Context: an optimization exercise on an open-source flow, tuned for small area. The choices shown serve that exercise and are no tape-out recipe.
Function was checked by simulation only, so behaviour that the tests miss may differ from the original.
The flow treats the clock pin as an ideal source. Dropping or thinning the clock tree relies on that and would not hold on a real chip.
Power is estimated from default activity; no workload was simulated.

==> trial 59: inputs <==
Design sparse_buffer, start of the top module:
module sparse_buffer #(
  parameter DW   = 8,
  parameter AW   = 3,
  parameter SIZE = 8
)(
  input  logic            clk_i,
  input  logic            rstn_i,
  input  logic            write_valid_i,
  output logic            write_allowIn_o,
  input  logic [DW-1:0]   write_data_i,
  input  logic            read_valid_i,
  output logic            read_allowIn_o,
  input  logic [AW-1:0]   read_ptr_i,
  output logic            read_rtn_valid_o,
  input  logic            read_rtn_allowIn_i,
  output logic [DW-1:0]   read_rtn_data_o,
  output logic [SIZE-1:0] sparse_buffer_valid_o,
  output logic [AW-1:0]   sparse_buffer_bottom_ptr_o
);
==> module sparse_buffer, before the edit <==
module sparse_buffer #(
  parameter DW   = 8,
  parameter AW   = 3,
  parameter SIZE = 8
)(
  input  logic            clk_i,
  input  logic            rstn_i,
  input  logic            write_valid_i,
  output logic            write_allowIn_o,
  input  logic [DW-1:0]   write_data_i,
  input  logic            read_valid_i,
  output logic            read_allowIn_o,
  input  logic [AW-1:0]   read_ptr_i,
  output logic            read_rtn_valid_o,
  input  logic            read_rtn_allowIn_i,
  output logic [DW-1:0]   read_rtn_data_o,
  output logic [SIZE-1:0] sparse_buffer_valid_o,
  output logic [AW-1:0]   sparse_buffer_bottom_ptr_o
);
  logic [DW-1:0]   sparse_array_Q  [SIZE-1:0];
  logic [SIZE-1:0] sparse_array_valid_In;
  logic [SIZE-1:0] sparse_array_valid_Q;
  logic            write_kickoff;
  logic [AW-1:0]   write_ptr_Q;
  logic            read_kickoff;
  logic [AW-1:0]   bottom_ptr_In;
  logic [AW-1:0]   bottom_ptr_Q;
  logic [SIZE-1:0] write_sel;    
  logic [SIZE-1:0] read_sel;     
  logic [SIZE-1:0] entry_we;
  always_comb begin
    for (int i = 0; i < SIZE; i++) begin
      write_sel[i] = (write_ptr_Q == AW'(i));
      read_sel[i]  = (read_ptr_i  == AW'(i));
    end
  end
  assign write_allowIn_o = (write_ptr_Q != bottom_ptr_Q) | ~|sparse_array_valid_Q;
  assign write_kickoff = write_valid_i & write_allowIn_o;
  always_ff @(posedge clk_i or negedge rstn_i) begin
    if (~rstn_i) begin
      write_ptr_Q <= '0;
    end
    else if (write_kickoff) begin
      write_ptr_Q <= {write_ptr_Q[2] ^ (write_ptr_Q[1] & write_ptr_Q[0]),
                      write_ptr_Q[1] ^ write_ptr_Q[0],
                      ~write_ptr_Q[0]};
    end
  end
  assign entry_we = write_sel & {SIZE{write_kickoff}};
  always_ff @(posedge clk_i) begin
    for (int i = 0; i < SIZE; i++) begin
      if (entry_we[i]) begin
        sparse_array_Q[i] <= write_data_i;
      end
    end
  end
  assign sparse_array_valid_In = (sparse_array_valid_Q | entry_we)
                               & ~(read_sel & {SIZE{read_kickoff}});
  always_ff @(posedge clk_i or negedge rstn_i) begin
    if (~rstn_i) begin
      sparse_array_valid_Q <= '0;
    end
    else begin
      sparse_array_valid_Q <= sparse_array_valid_In;
    end
  end
  assign sparse_buffer_valid_o = sparse_array_valid_Q;
  assign sparse_buffer_bottom_ptr_o = bottom_ptr_Q;
  assign read_kickoff = read_valid_i & read_allowIn_o;
  assign read_allowIn_o = read_rtn_allowIn_i;
  assign read_rtn_valid_o = read_valid_i & |(sparse_array_valid_Q & read_sel);
  always_comb begin
    read_rtn_data_o = '0;
    for (int i = 0; i < SIZE; i++) begin
      read_rtn_data_o = read_rtn_data_o | (sparse_array_Q[i] & {DW{read_sel[i]}});
    end
  end
  fid_bottom_ptr_impl u_fid_bottom_ptr_impl(
    .entry_valid_i      ( sparse_array_valid_Q[7:0] ),
    .bottom_ptr_current ( bottom_ptr_Q[2:0]         ),
    .bottom_ptr_next    ( bottom_ptr_In[2:0]        )
  );
  always_ff @(posedge clk_i or negedge rstn_i) begin
    if (~rstn_i) begin
      bottom_ptr_Q <= 'd7;
    end
    else begin
      bottom_ptr_Q <= bottom_ptr_In;
    end
  end
endmodule
export LEC_CHECK = 0
export ABC_AREA = 1
export CAP_MARGIN = 20
export CORE_MARGIN = 2
export CORE_UTILIZATION = 60
export SLEW_MARGIN = 20
create_clock -name core_clock -period 6.0 [get_ports {clk_i}]
standard.sh (not shown) runs the stock make flow with config.mk's settings and CLKGATE_MAP_FILE= SYNTH_SCRIPT=/design/flow/synth_recipe.tcl, a recipe that flattens the netlist after the stock synthesis.
==> flow/flow/run.sh <==
#!/bin/bash
# Own layout flow: the standard ORFS flow with
#  - an area-oriented abc script in synthesis (registers unchanged),
#  - port buffers of the smallest buffer cell,
#  - a one-level clock tree of four clock buffers in place of TritonCTS.
set -euo pipefail
WORK=$(pwd)
export FLOW_WORK=$WORK
export FLOW_ABC_SCRIPT=$WORK/flow/abc_area.script

bash standard.sh ABC_AREA=1 SYNTH_SCRIPT=$WORK/flow/synth.tcl synth > $WORK/synth.log 2>&1

bash standard.sh \
  "BUFFER_PORTS_ARGS=-buffer_cell sky130_fd_sc_hd__buf_1" \
  "PRE_CTS_TCL=$WORK/flow/clkbuf.tcl" \
  finish > $WORK/layout.log 2>&1
Other scripts of this flow, unchanged in this note and not shown: flow/flow/abc_area.script, flow/flow/clkbuf.tcl, flow/flow/synth.tcl
==> trial 26 (differences from trial 59) <==
==> flow/design.v (replaced) <==
module fid_bottom_ptr_impl(
  input  logic [7:0] entry_valid_i,
  input  logic [2:0] bottom_ptr_current,
  output logic [2:0] bottom_ptr_next
);
  logic [2:0] b;
  logic [7:0] ge;      
  logic [7:0] upper;   
  logic [6:0] sel;
  assign b = bottom_ptr_current;
  assign ge[0] = ~b[2] & ~b[1] & ~b[0];
  assign ge[1] = ~b[2] & ~b[1];
  assign ge[2] = ~b[2] & (~b[1] | ~b[0]);
  assign ge[3] = ~b[2];
  assign ge[4] = ~b[2] | (~b[1] & ~b[0]);
  assign ge[5] = ~b[2] | ~b[1];
  assign ge[6] = ~b[2] | ~b[1] | ~b[0];
  assign ge[7] = 1'b1;
  assign upper = entry_valid_i & ge;
  assign sel   = (|upper) ? upper[6:0] : entry_valid_i[6:0];
  assign bottom_ptr_next[0] = ~sel[0] & (sel[1] | ~sel[2] & (sel[3] | ~sel[4] & (sel[5] | ~sel[6])));
  assign bottom_ptr_next[1] = ~(sel[0] | sel[1]) & (sel[2] | sel[3] | ~(sel[4] | sel[5]));
  assign bottom_ptr_next[2] = ~(sel[0] | sel[1] | sel[2] | sel[3]);
endmodule
module sb_hold_mux (
  input  logic en,
  input  logic en_n,
  input  logic d,
  input  logic q,
  output logic y
);
  assign y = (en & d) | (en_n & q);
endmodule
module sb_o22ai (
  input  logic a1,
  input  logic a2,
  input  logic b1,
  input  logic b2,
  output logic y
);
  assign y = ~((a1 | a2) & (b1 | b2));
endmodule
module sb_o22a (
  input  logic a1,
  input  logic a2,
  input  logic b1,
  input  logic b2,
  output logic y
);
  assign y = (a1 | a2) & (b1 | b2);
endmodule
module sb_nor4 (
  input  logic a,
  input  logic b,
  input  logic c,
  input  logic d,
  output logic y
);
  assign y = ~(a | b | c | d);
endmodule
module sb_nand4 (
  input  logic a,
  input  logic b,
  input  logic c,
  input  logic d,
  output logic y
);
  assign y = ~(a & b & c & d);
endmodule
module sb_inv (
  input  logic a,
  output logic y
);
  assign y = ~a;
endmodule
module sb_sel8 (
  input  logic [7:0] d,
  input  logic [7:0] sel_n,
  output logic       y
);
  logic [3:0] z;
  for (genvar k = 0; k < 4; k++) begin : g_pair
    sb_o22ai u_o22ai (.a1(d[2*k]), .a2(sel_n[2*k]), .b1(d[2*k+1]), .b2(sel_n[2*k+1]), .y(z[k]));
  end
  sb_nor4 u_nor4 (.a(z[0]), .b(z[1]), .c(z[2]), .d(z[3]), .y(y));
endmodule
module sb_sel8v (
  input  logic [7:0] d,
  input  logic [7:0] sel_n,
  input  logic       read_valid,
  output logic       y
);
  logic [3:0] z;
  for (genvar k = 0; k < 4; k++) begin : g_pair
    sb_o22ai u_o22ai (.a1(d[2*k]), .a2(sel_n[2*k]), .b1(d[2*k+1]), .b2(sel_n[2*k+1]), .y(z[k]));
  end
  assign y = read_valid & ~(z[0] | z[1] | z[2] | z[3]);
endmodule
module sb_ctrl (
  input  logic [7:0] valid,
  input  logic [2:0] wptr,
  input  logic [2:0] bptr,
  input  logic       write_valid,
  output logic       write_allow,
  output logic       write_kickoff,
  output logic [2:0] wptr_next,
  output logic [2:0] bptr_next
);
  assign write_allow   = (wptr != bptr) | ~|valid;
  assign write_kickoff = write_valid & write_allow;
  assign wptr_next     = {wptr[2] ^ (write_kickoff & wptr[1] & wptr[0]),
                          wptr[1] ^ (write_kickoff & wptr[0]),
                          wptr[0] ^ write_kickoff};
  fid_bottom_ptr_impl u_fid_bottom_ptr_impl (
    .entry_valid_i      ( valid     ),
    .bottom_ptr_current ( bptr      ),
    .bottom_ptr_next    ( bptr_next )
  );
endmodule
module sparse_buffer #(
  parameter DW   = 8,
  parameter AW   = 3,
  parameter SIZE = 8
)(
  input  logic            clk_i,
  input  logic            rstn_i,
  input  logic            write_valid_i,
  output logic            write_allowIn_o,
  input  logic [DW-1:0]   write_data_i,
  input  logic            read_valid_i,
  output logic            read_allowIn_o,
  input  logic [AW-1:0]   read_ptr_i,
  output logic            read_rtn_valid_o,
  input  logic            read_rtn_allowIn_i,
  output logic [DW-1:0]   read_rtn_data_o,
  output logic [SIZE-1:0] sparse_buffer_valid_o,
  output logic [AW-1:0]   sparse_buffer_bottom_ptr_o
);
  logic [DW-1:0]   sparse_array_Q  [SIZE-1:0];
  logic [DW-1:0]   sparse_array_In [SIZE-1:0];
  logic [SIZE-1:0] sparse_array_valid_In;
  logic [SIZE-1:0] sparse_array_valid_Q;
  logic            write_kickoff;
  logic [AW-1:0]   write_ptr_In;
  logic [AW-1:0]   write_ptr_Q;
  logic [AW-1:0]   write_ptr_n;
  logic [AW-1:0]   bottom_ptr_In;
  logic [AW-1:0]   bottom_ptr_Q;
  logic [AW-1:0]   read_ptr_n;
  logic            read_allow_n;
  logic [SIZE-1:0] entry_we;       
  logic [SIZE-1:0] entry_we_n;
  logic [SIZE-1:0] read_sel_n;     
  logic [DW-1:0]   entry_col [SIZE-1:0];   
  sb_ctrl u_ctrl (
    .valid         ( sparse_array_valid_Q ),
    .wptr          ( write_ptr_Q          ),
    .bptr          ( bottom_ptr_Q         ),
    .write_valid   ( write_valid_i        ),
    .write_allow   ( write_allowIn_o      ),
    .write_kickoff ( write_kickoff        ),
    .wptr_next     ( write_ptr_In         ),
    .bptr_next     ( bottom_ptr_In        )
  );
  always_ff @(posedge clk_i or negedge rstn_i) begin
    if (~rstn_i) begin
      write_ptr_Q  <= '0;
      bottom_ptr_Q <= 'd7;
    end
    else begin
      write_ptr_Q  <= write_ptr_In;
      bottom_ptr_Q <= bottom_ptr_In;
    end
  end
  for (genvar b = 0; b < AW; b++) begin : g_inv
    sb_inv u_winv (.a(write_ptr_Q[b]), .y(write_ptr_n[b]));
    sb_inv u_rinv (.a(read_ptr_i[b]),  .y(read_ptr_n[b]));
  end
  sb_inv u_ainv (.a(read_rtn_allowIn_i), .y(read_allow_n));
  for (genvar i = 0; i < SIZE; i++) begin : g_dec
    sb_nand4 u_wdec (
      .a ( write_kickoff ),
      .b ( i[2] ? write_ptr_Q[2] : write_ptr_n[2] ),
      .c ( i[1] ? write_ptr_Q[1] : write_ptr_n[1] ),
      .d ( i[0] ? write_ptr_Q[0] : write_ptr_n[0] ),
      .y ( entry_we_n[i] )
    );
    sb_inv u_weinv (.a(entry_we_n[i]), .y(entry_we[i]));
    sb_nand4 u_rdec (
      .a ( read_valid_i ),
      .b ( i[2] ? read_ptr_i[2] : read_ptr_n[2] ),
      .c ( i[1] ? read_ptr_i[1] : read_ptr_n[1] ),
      .d ( i[0] ? read_ptr_i[0] : read_ptr_n[0] ),
      .y ( read_sel_n[i] )
    );
  end
  for (genvar i = 0; i < SIZE; i++) begin : g_entry
    for (genvar b = 0; b < DW; b++) begin : g_bit
      sb_hold_mux u_hold (
        .en   ( entry_we[i]          ),
        .en_n ( entry_we_n[i]        ),
        .d    ( write_data_i[b]      ),
        .q    ( sparse_array_Q[i][b] ),
        .y    ( sparse_array_In[i][b] )
      );
      assign entry_col[b][i] = sparse_array_Q[i][b];
    end
  end
  always_ff @(posedge clk_i) begin
    for (int i = 0; i < SIZE; i++) begin
      sparse_array_Q[i] <= sparse_array_In[i];
    end
  end
  for (genvar i = 0; i < SIZE; i++) begin : g_valid
    sb_o22a u_vnext (
      .a1 ( sparse_array_valid_Q[i] ),
      .a2 ( entry_we[i]             ),
      .b1 ( read_sel_n[i]           ),
      .b2 ( read_allow_n            ),
      .y  ( sparse_array_valid_In[i] )
    );
  end
  always_ff @(posedge clk_i or negedge rstn_i) begin
    if (~rstn_i) begin
      sparse_array_valid_Q <= '0;
    end
    else begin
      sparse_array_valid_Q <= sparse_array_valid_In;
    end
  end
  assign sparse_buffer_valid_o = sparse_array_valid_Q;
  assign sparse_buffer_bottom_ptr_o = bottom_ptr_Q;
  assign read_allowIn_o = read_rtn_allowIn_i;
  sb_sel8v u_rvalid (.d(sparse_array_valid_Q), .sel_n(read_sel_n), .read_valid(read_valid_i), .y(read_rtn_valid_o));
  for (genvar b = 0; b < DW; b++) begin : g_rdata
    sb_sel8 u_rdata (.d(entry_col[b]), .sel_n(read_sel_n), .y(read_rtn_data_o[b]));
  end
endmodule
- SYNTH_HIERARCHICAL: not set -> 1
- SYNTH_MINIMUM_KEEP_SIZE: not set -> 0
==> reports/metrics.csv <==
metric,value,unit
status,finished clean,
total power,0.00137,W
routed wl met3,376,um
Horiz. Die Dim,76.0,um
Sw Share,0.331,
met2 WL post-DR,3.47,mm
FF-to-FF Start,bottom_ptr_Q[2],
Adder-Cell Fraction of Synth Area,0.0241,
synth warn,2,
# rows,26,
Post-DP HPWL,4.43,mm
The numbers above come from trial 59.

==> reports/metrics.csv <==
metric,value,unit
Post-DP HPWL,5.47,mm
synth warn,12,
FF-to-FF Start,bottom_ptr_Q[1],
# rows,25,
total power,0.00177,W
Horiz. Die Dim,74.2,um
routed wl met3,494,um
status,finished clean,
The numbers above come from trial 26.

In every run of this note, the design's own scripts or RTL, not TritonCTS, make the clock network.

[re-timing with driven ports]
Ports are ideal in the flow. The routed layouts listed here were re-timed in OpenROAD. Step 1 (the two cells are an assumption about what drives the block):
set clk [get_ports {clk_i}]
set_driving_cell -lib_cell sky130_fd_sc_hd__clkbuf_16 $clk
set_driving_cell -lib_cell sky130_fd_sc_hd__buf_2 [delete_from_list [all_inputs] $clk]
Step 2 moves the port delays by t, midway between the first and last clock arrival at a register: inputs arrive t later, outputs are due t later. That takes back most of the time a late clock gives input paths. Slacks: no drivers / after step 1 / after step 2; pairs: no drivers / after step 1.
run	t (ns)	slack for setup (ns)	hold WS [ns]
trial 59	0.217	2.045 / 2.021 / 2.021	0.629 / 0.629 / 0.629
trial 26	0.222	2.104 / 2.083 / 2.083	0.486 / 0.486 / 0.486
After both steps setup and hold are still met in every run listed. The setup slack of trial 59, which loses most, moves by -0.024 ns with the drivers and by -0.024 ns with both steps.
